Source: an optimization exercise on an open RTL-to-GDS flow (aim: small area). Production flows keep margins and buffers that such runs may drop.
Only simulation tests tie the RTL to the original design; equivalence was not proved.
Power figures rest on the tool's default switching activity, not on a simulated workload.

==> trial 23: inputs <==
==> flow/design.v <==
module clk_div (
	CLK, RST, CLK_DIV
	);
	parameter divider = 250;
	localparam W = 8;
	input CLK;
	input RST;
	output CLK_DIV;
	reg [W-1:0] cntr;
	reg CLK_DIV;
	always @(posedge CLK)
	begin
		if (!RST || cntr == 0) cntr <= divider;
		else cntr <= cntr - 1'b1;
	end
	always @(posedge CLK)
		CLK_DIV <= (cntr == 1);
endmodule
module pb170proj (
		CLK, KEY, SW, LEDG, LEDR, HEX4, HEX5, HEX6, HEX7
	);
	input CLK;
	input [1:0] KEY;
	input [15:0] SW;
	output [4:0] LEDG;
	output [15:0] LEDR;
	output [6:0] HEX4;
	output [6:0] HEX5;
	output [6:0] HEX6;
	output [6:0] HEX7;
	wire rst_n = KEY[0];
	wire tick;
	clk_div #(.divider(250)) divider1 (.CLK(CLK), .RST(rst_n), .CLK_DIV(tick));
	reg [19:0] rnd_cnt;
	reg [15:0] ledscfg;
	reg [15:0] LEDS;
	reg [8:0] cntdwn;
	reg [2:0] disp;       
	reg rflag;            
	reg pflag;            
	reg zflag;            
	reg [2:0] rnds;       
	reg [3:0] oks;        
	reg old_key1;
	wire [3:0] n = oks;          
	assign HEX6 = {
		(~n[3] & ~n[2] & ~n[1]) | (n[2] & n[1] & n[0]),
		(~n[2] & (n[1] | n[0])) | (n[1] & n[0]),
		n[0] | (n[2] & ~n[1]),
		(~n[1] & (n[2] ^ n[0])) | (n[2] & n[1] & n[0]),
		~n[2] & n[1] & ~n[0],
		n[2] & (n[1] ^ n[0]),
		~n[1] & (n[2] ^ n[0])};
	wire [3:0] m = {1'b0, rnds} + 4'd1;    
	assign HEX4 = {
		(~m[3] & ~m[2] & ~m[1]) | (m[2] & m[1] & m[0]),
		(~m[2] & (m[1] | m[0])) | (m[1] & m[0]),
		m[0] | (m[2] & ~m[1]),
		(~m[1] & (m[2] ^ m[0])) | (m[2] & m[1] & m[0]),
		~m[2] & m[1] & ~m[0],
		m[2] & (m[1] ^ m[0]),
		~m[1] & (m[2] ^ m[0])};
	assign HEX5 = 7'b1111111;
	assign HEX7 = 7'b1111111;
	assign LEDR = LEDS;
	assign LEDG = {disp == 3'd4, disp == 3'd3, disp == 3'd2, disp == 3'd1, disp == 3'd0};
	wire [19:0] rnd_next = rst_n ? rnd_cnt + 20'd1 : 20'd0;
	always @(posedge CLK)
		rnd_cnt <= rnd_next;
	wire [2:0] mode = rflag ? {2'b00, pflag} : {disp[2:1], disp[0] | pflag};
	wire press = !KEY[1] && old_key1;
	wire advance = press && (mode == 3'd0 || mode == 3'd2);
	wire [2:0] mode1 = !rst_n ? 3'd0 : advance ? mode + 3'd1 : mode;
	wire cnt0 = cntdwn == 9'd0;
	wire match = SW == ledscfg;
	reg [2:0] mode2;
	always @(*)
	begin
		mode2 = mode1;
		if (tick)
			case (mode1)
			1: if (cnt0) mode2 = 3'd2;
			2: if (cnt0) mode2 = 3'd3;
			3: mode2 = 3'd4;
			4: if (cnt0) mode2 = (rnds == 3'd7) ? 3'd5 : 3'd0;
			default: ;
			endcase
	end
	wire idle = mode2 == 3'd0 || mode2 == 3'd5;
	wire t1 = tick && mode1 == 3'd1;
	wire t3 = tick && mode1 == 3'd3;
	wire t4 = tick && mode1 == 3'd4;
	wire t5 = tick && mode1 == 3'd5;
	wire showp = (t1 && cntdwn == 9'd5) || (t4 && cntdwn[2] && !(cnt0 && rnds == 3'd7));
	wire set1 = t4 && cnt0 && rnds == 3'd7;
	wire keep = !(t1 && (cnt0 || cntdwn == 9'd5)) && !t4 && !t5;
	wire [15:0] leds_next = ({16{showp}} & ledscfg) | ({16{t5}} & {LEDS[14:0], LEDS[15]}) |
		({16{keep}} & LEDS) | {15'd0, set1};
	wire load500 = t1 && cnt0;
	wire dec = tick && (mode1 == 3'd1 || mode1 == 3'd2 || mode1 == 3'd4) && !load500;
	wire [3:0] dlo [0:4];
	wire [3:0] dhi [0:4];
	wire [15:0] pattern;
	genvar k, i;
	generate
		for (k = 0; k < 5; k = k + 1) begin : pdec
			wire [1:0] a = rnd_next[4*k+1:4*k];
			wire [1:0] b = rnd_next[4*k+3:4*k+2];
			assign dlo[k] = {a[1] & a[0], a[1] & ~a[0], ~a[1] & a[0], ~a[1] & ~a[0]};
			assign dhi[k] = {idle & b[1] & b[0], idle & b[1] & ~b[0], idle & ~b[1] & b[0], idle & ~b[1] & ~b[0]};
		end
		for (i = 0; i < 16; i = i + 1) begin : pat
			assign pattern[i] = (dhi[0][i/4] & dlo[0][i%4]) | (dhi[1][i/4] & dlo[1][i%4]) |
				(dhi[2][i/4] & dlo[2][i%4]) | (dhi[3][i/4] & dlo[3][i%4]) | (dhi[4][i/4] & dlo[4][i%4]);
		end
	endgenerate
	always @(posedge CLK)
	begin
		old_key1 <= KEY[1];
		LEDS <= leds_next;
		ledscfg <= pattern | ({16{!idle}} & ledscfg);
		if (!rst_n) begin
			rflag <= 1'b1;
			pflag <= 1'b0;
			zflag <= 1'b1;
		end else if (advance)
			pflag <= 1'b1;
		if (idle)
			cntdwn <= 9'd5;
		else if (load500)
			cntdwn <= 9'd500;
		else if (t3)
			cntdwn <= match ? 9'd48 : 9'd96;
		else if (dec)
			cntdwn <= cntdwn - 9'd1;
		if (t3) begin
			oks <= (zflag ? 4'd0 : oks) + match;
			rnds <= zflag ? 3'd0 : rnds + 3'd1;
			zflag <= 1'b0;
		end
		if (tick) begin
			disp <= mode2;
			rflag <= 1'b0;
			pflag <= 1'b0;
		end
	end
endmodule
==> flow/flow/run.sh <==
#!/bin/bash
# The standard layout (standard.sh), with these changes:
#  - synthesis maps the logic with an area-oriented ABC script (flow/synth.tcl
#    wraps synth_recipe.tcl; the registers are the standard synthesis's);
#  - the port buffers are the smallest buffer, buf_1;
#  - CTS uses clkbuf_8 and no dummy loads.
set -euo pipefail
here=$(pwd)
sed -E "s#SYNTH_SCRIPT=[^ ]*synth_recipe\.tcl#SYNTH_SCRIPT=$here/flow/synth.tcl#" standard.sh > own_standard.sh
grep -q "SYNTH_SCRIPT=$here/flow/synth.tcl" own_standard.sh
export BUFFER_PORTS_ARGS="-buffer_cell sky130_fd_sc_hd__buf_1"
export CTS_ARGS="-sink_clustering_enable -repair_clock_nets -dont_use_dummy_load -buf_list sky130_fd_sc_hd__clkbuf_8 -sink_clustering_size 30 -sink_clustering_max_diameter 200"
bash own_standard.sh > standard.log 2>&1
==> flow/flow/abc_area.script <==
strash
&get -n
&deepsyn -T 30
&put
dch -f
amap
topo
==> flow/flow/synth.tcl <==
# The standard flow's synthesis (synth_recipe.tcl, in the work folder), with ORFS's
# combinational mapping step run with an area-oriented ABC script
# (flow/abc_area.script). Registers are mapped before ABC runs, so they are
# the standard synthesis's registers.
set own_dir [file dirname [file normalize [info script]]]
proc abc {args} {
  global own_dir
  set i [lsearch -exact $args -script]
  if { $i >= 0 } {
    lset args [expr { $i + 1 }] [file join $own_dir abc_area.script]
  }
  puts "abc (own script): $args"
  yosys abc {*}$args
}
source [file join [file dirname $own_dir] synth_recipe.tcl]
==> flow/standard.sh <==
#!/bin/bash
# synth_recipe.tcl (not shown) runs the flow's synth.tcl, then flattens the netlist and writes it again
# the make line also repeats each setting of config.mk as NAME=value (left out here)
make -C /OpenROAD-flow-scripts/flow DESIGN_CONFIG=/design/flow/config.mk WORK_HOME=/design/flow/orfs CLKGATE_MAP_FILE= SYNTH_SCRIPT=/design/flow/synth_recipe.tcl "${@:-finish}"
==> flow/config.mk <==
export PLATFORM = sky130hd
export DESIGN_NAME = pb170proj
export DESIGN_NICKNAME = pb170proj
export VERILOG_FILES = /design/flow/design.v
export SDC_FILE = /design/flow/constraint.sdc
export NUM_CORES = 4
export LEC_CHECK = 0
export ABC_AREA = 1
export CAP_MARGIN = 20
export CORE_MARGIN = 2
export CORE_UTILIZATION = 70
export PLACE_DENSITY = 0.8
export SLEW_MARGIN = 20
==> flow/constraint.sdc <==
create_clock -name core_clock -period 10.0 [get_ports {CLK}]
set_input_delay 2.0000 -clock core_clock [delete_from_list [all_inputs] [get_ports {CLK}]]
set_output_delay 2.0000 -clock core_clock [all_outputs]
set_load 0.01 [all_outputs]
==> inputs of trial 53, as changes to trial 23 <==
==> flow/design.v, changed modules only <==
module pb170proj (
		CLK, KEY, SW, LEDG, LEDR, HEX4, HEX5, HEX6, HEX7
	);
	input CLK;
	input [1:0] KEY;
	input [15:0] SW;
	output [4:0] LEDG;
	output [15:0] LEDR;
	output [6:0] HEX4;
	output [6:0] HEX5;
	output [6:0] HEX6;
	output [6:0] HEX7;
	wire rst_n = KEY[0];
	wire tick;
	clk_div #(.divider(250)) divider1 (.CLK(CLK), .RST(rst_n), .CLK_DIV(tick));
	reg [19:0] rnd_cnt;
	reg [15:0] ledscfg;
	reg [15:0] LEDS;
	reg [8:0] cntdwn;
	reg [2:0] disp;       
	reg rflag;            
	reg pflag;            
	reg zflag;            
	reg [2:0] rnds;       
	reg [3:0] oks;        
	reg old_key1;
	wire [3:0] n = oks;          
	assign HEX6 = {
		(~n[3] & ~n[2] & ~n[1]) | (n[2] & n[1] & n[0]),
		(~n[2] & (n[1] | n[0])) | (n[1] & n[0]),
		n[0] | (n[2] & ~n[1]),
		(~n[1] & (n[2] ^ n[0])) | (n[2] & n[1] & n[0]),
		~n[2] & n[1] & ~n[0],
		n[2] & (n[1] ^ n[0]),
		~n[1] & (n[2] ^ n[0])};
	wire [3:0] m = {1'b0, rnds} + 4'd1;    
	assign HEX4 = {
		(~m[3] & ~m[2] & ~m[1]) | (m[2] & m[1] & m[0]),
		(~m[2] & (m[1] | m[0])) | (m[1] & m[0]),
		m[0] | (m[2] & ~m[1]),
		(~m[1] & (m[2] ^ m[0])) | (m[2] & m[1] & m[0]),
		~m[2] & m[1] & ~m[0],
		m[2] & (m[1] ^ m[0]),
		~m[1] & (m[2] ^ m[0])};
	assign HEX5 = 7'b1111111;
	assign HEX7 = 7'b1111111;
	assign LEDR = LEDS;
	assign LEDG = {disp == 3'd4, disp == 3'd3, disp == 3'd2, disp == 3'd1, disp == 3'd0};
	wire [19:0] rnd_next = rst_n ? rnd_cnt + 20'd1 : 20'd0;
	always @(posedge CLK)
		rnd_cnt <= rnd_next;
	wire [15:0] pattern = (16'b1 << rnd_next[3:0]) | (16'b1 << rnd_next[7:4]) |
		(16'b1 << rnd_next[11:8]) | (16'b1 << rnd_next[15:12]) | (16'b1 << rnd_next[19:16]);
	wire [2:0] mode = rflag ? {2'b00, pflag} : {disp[2:1], disp[0] | pflag};
	wire press = !KEY[1] && old_key1;
	wire advance = press && (mode == 3'd0 || mode == 3'd2);
	wire [2:0] mode1 = !rst_n ? 3'd0 : advance ? mode + 3'd1 : mode;
	wire cnt0 = cntdwn == 9'd0;
	wire match = SW == ledscfg;
	reg [2:0] mode2;
	always @(*)
	begin
		mode2 = mode1;
		if (tick)
			case (mode1)
			1: if (cnt0) mode2 = 3'd2;
			2: if (cnt0) mode2 = 3'd3;
			3: mode2 = 3'd4;
			4: if (cnt0) mode2 = (rnds == 3'd7) ? 3'd5 : 3'd0;
			default: ;
			endcase
	end
	wire idle = mode2 == 3'd0;
	always @(posedge CLK)
	begin
		old_key1 <= KEY[1];
		if (idle)
			ledscfg <= pattern;
		if (!rst_n) begin
			rflag <= 1'b1;
			pflag <= 1'b0;
			zflag <= 1'b1;
		end else if (advance)
			pflag <= 1'b1;
		if (tick) begin
			case (mode1)
			1: begin
				if (cnt0) begin
					LEDS <= 16'd0;
					cntdwn <= 9'd500;
				end else begin
					if (cntdwn == 9'd5)
						LEDS <= ledscfg;
					cntdwn <= cntdwn - 9'd1;
				end
			end
			2: begin
				if (!cnt0)
					cntdwn <= cntdwn - 9'd1;
			end
			3: begin
				cntdwn <= match ? 9'd48 : 9'd96;
				oks <= (zflag ? 4'd0 : oks) + match;
				rnds <= zflag ? 3'd0 : rnds + 3'd1;
				zflag <= 1'b0;
			end
			4: begin
				LEDS <= cntdwn[2] ? ledscfg : 16'd0;
				if (cnt0 && rnds == 3'd7)
					LEDS <= 16'd1;
				cntdwn <= cntdwn - 9'd1;
			end
			5: begin
				LEDS <= {LEDS[14:0], LEDS[15]};
			end
			default: ;
			endcase
			disp <= mode2;
			rflag <= 1'b0;
			pflag <= 1'b0;
		end
		if (idle)
			cntdwn <= 9'd5;
	end
endmodule
==> flow/run.sh (new file) <==
#!/bin/bash
# synth_recipe.tcl (not shown) runs the flow's synth.tcl, then flattens the netlist and writes it again
# the make line also repeats each setting of config.mk as NAME=value (left out here)
make -C /OpenROAD-flow-scripts/flow DESIGN_CONFIG=/design/flow/config.mk WORK_HOME=/design/flow/orfs CLKGATE_MAP_FILE= SYNTH_SCRIPT=/design/flow/synth_recipe.tcl finish
CORE_UTILIZATION = 40   (was 70)
PLACE_DENSITY = not set   (was 0.8)
removed: flow/flow/run.sh
removed: flow/flow/abc_area.script
removed: flow/flow/synth.tcl
removed: flow/standard.sh
==> impl_metrics.csv <==
group,metric,value,unit
pwr,intPower,438,uW
outcome,status,"finished clean",
floorplanning,initial_core_util,0.727,
setup_path,critPathArrivalTime,6.38,ns
setup_path,crit_path_end,"ledscfg[12]",
(the above is from trial 23)
==> impl_metrics.csv <==
group,metric,value,unit
grt,use_met2,0.315,
synthesis,synth.yosys.warnings,2,
layout,areaGrowthSynthToFinish,17.7,%
clocking,cts_setup_buffers,0,
outcome,status,"finished clean",
setup_path,critPathArrivalTime,4.51,ns
layout,antenna_cells,0,
setup_path,crit_path_end,"ledscfg[6]",
floorplanning,initial_core_util,0.405,
(the above is from trial 53)

## afterwards: timing with drivers on the ports
No port has a modelled driver above. Below, the same layouts with a new extraction and two added sets of constraints.
Step 1, drivers: a clkbuf_16 drives CLK and a buf_2 each remaining input, both assumed.
Step 2 adds t to the input delays and takes it off the output delays; t is the mean of the earliest and latest rising clock arrival at the registers after step 1. Input paths then give back, and output paths get back, about the clock's delay inside the block.
Three values: ideal, step 1, step 2; two values: the first two.
run	t (ns)	setup slack, ns	hold slack, ns	latest minus earliest clock arrival (ns)
trial 23	0.378	3.869 / 3.870 / 3.492	0.441 / 0.441 / 0.441	0.020 / 0.020
trial 53	0.379	5.470 / 5.480 / 5.102	0.450 / 0.450 / 0.450	0.009 / 0.009
After both steps every run listed still meets setup and hold. For trial 23, which loses most, drivers alone change the setup slack by +0.001 ns; drivers and shift together by -0.377 ns.
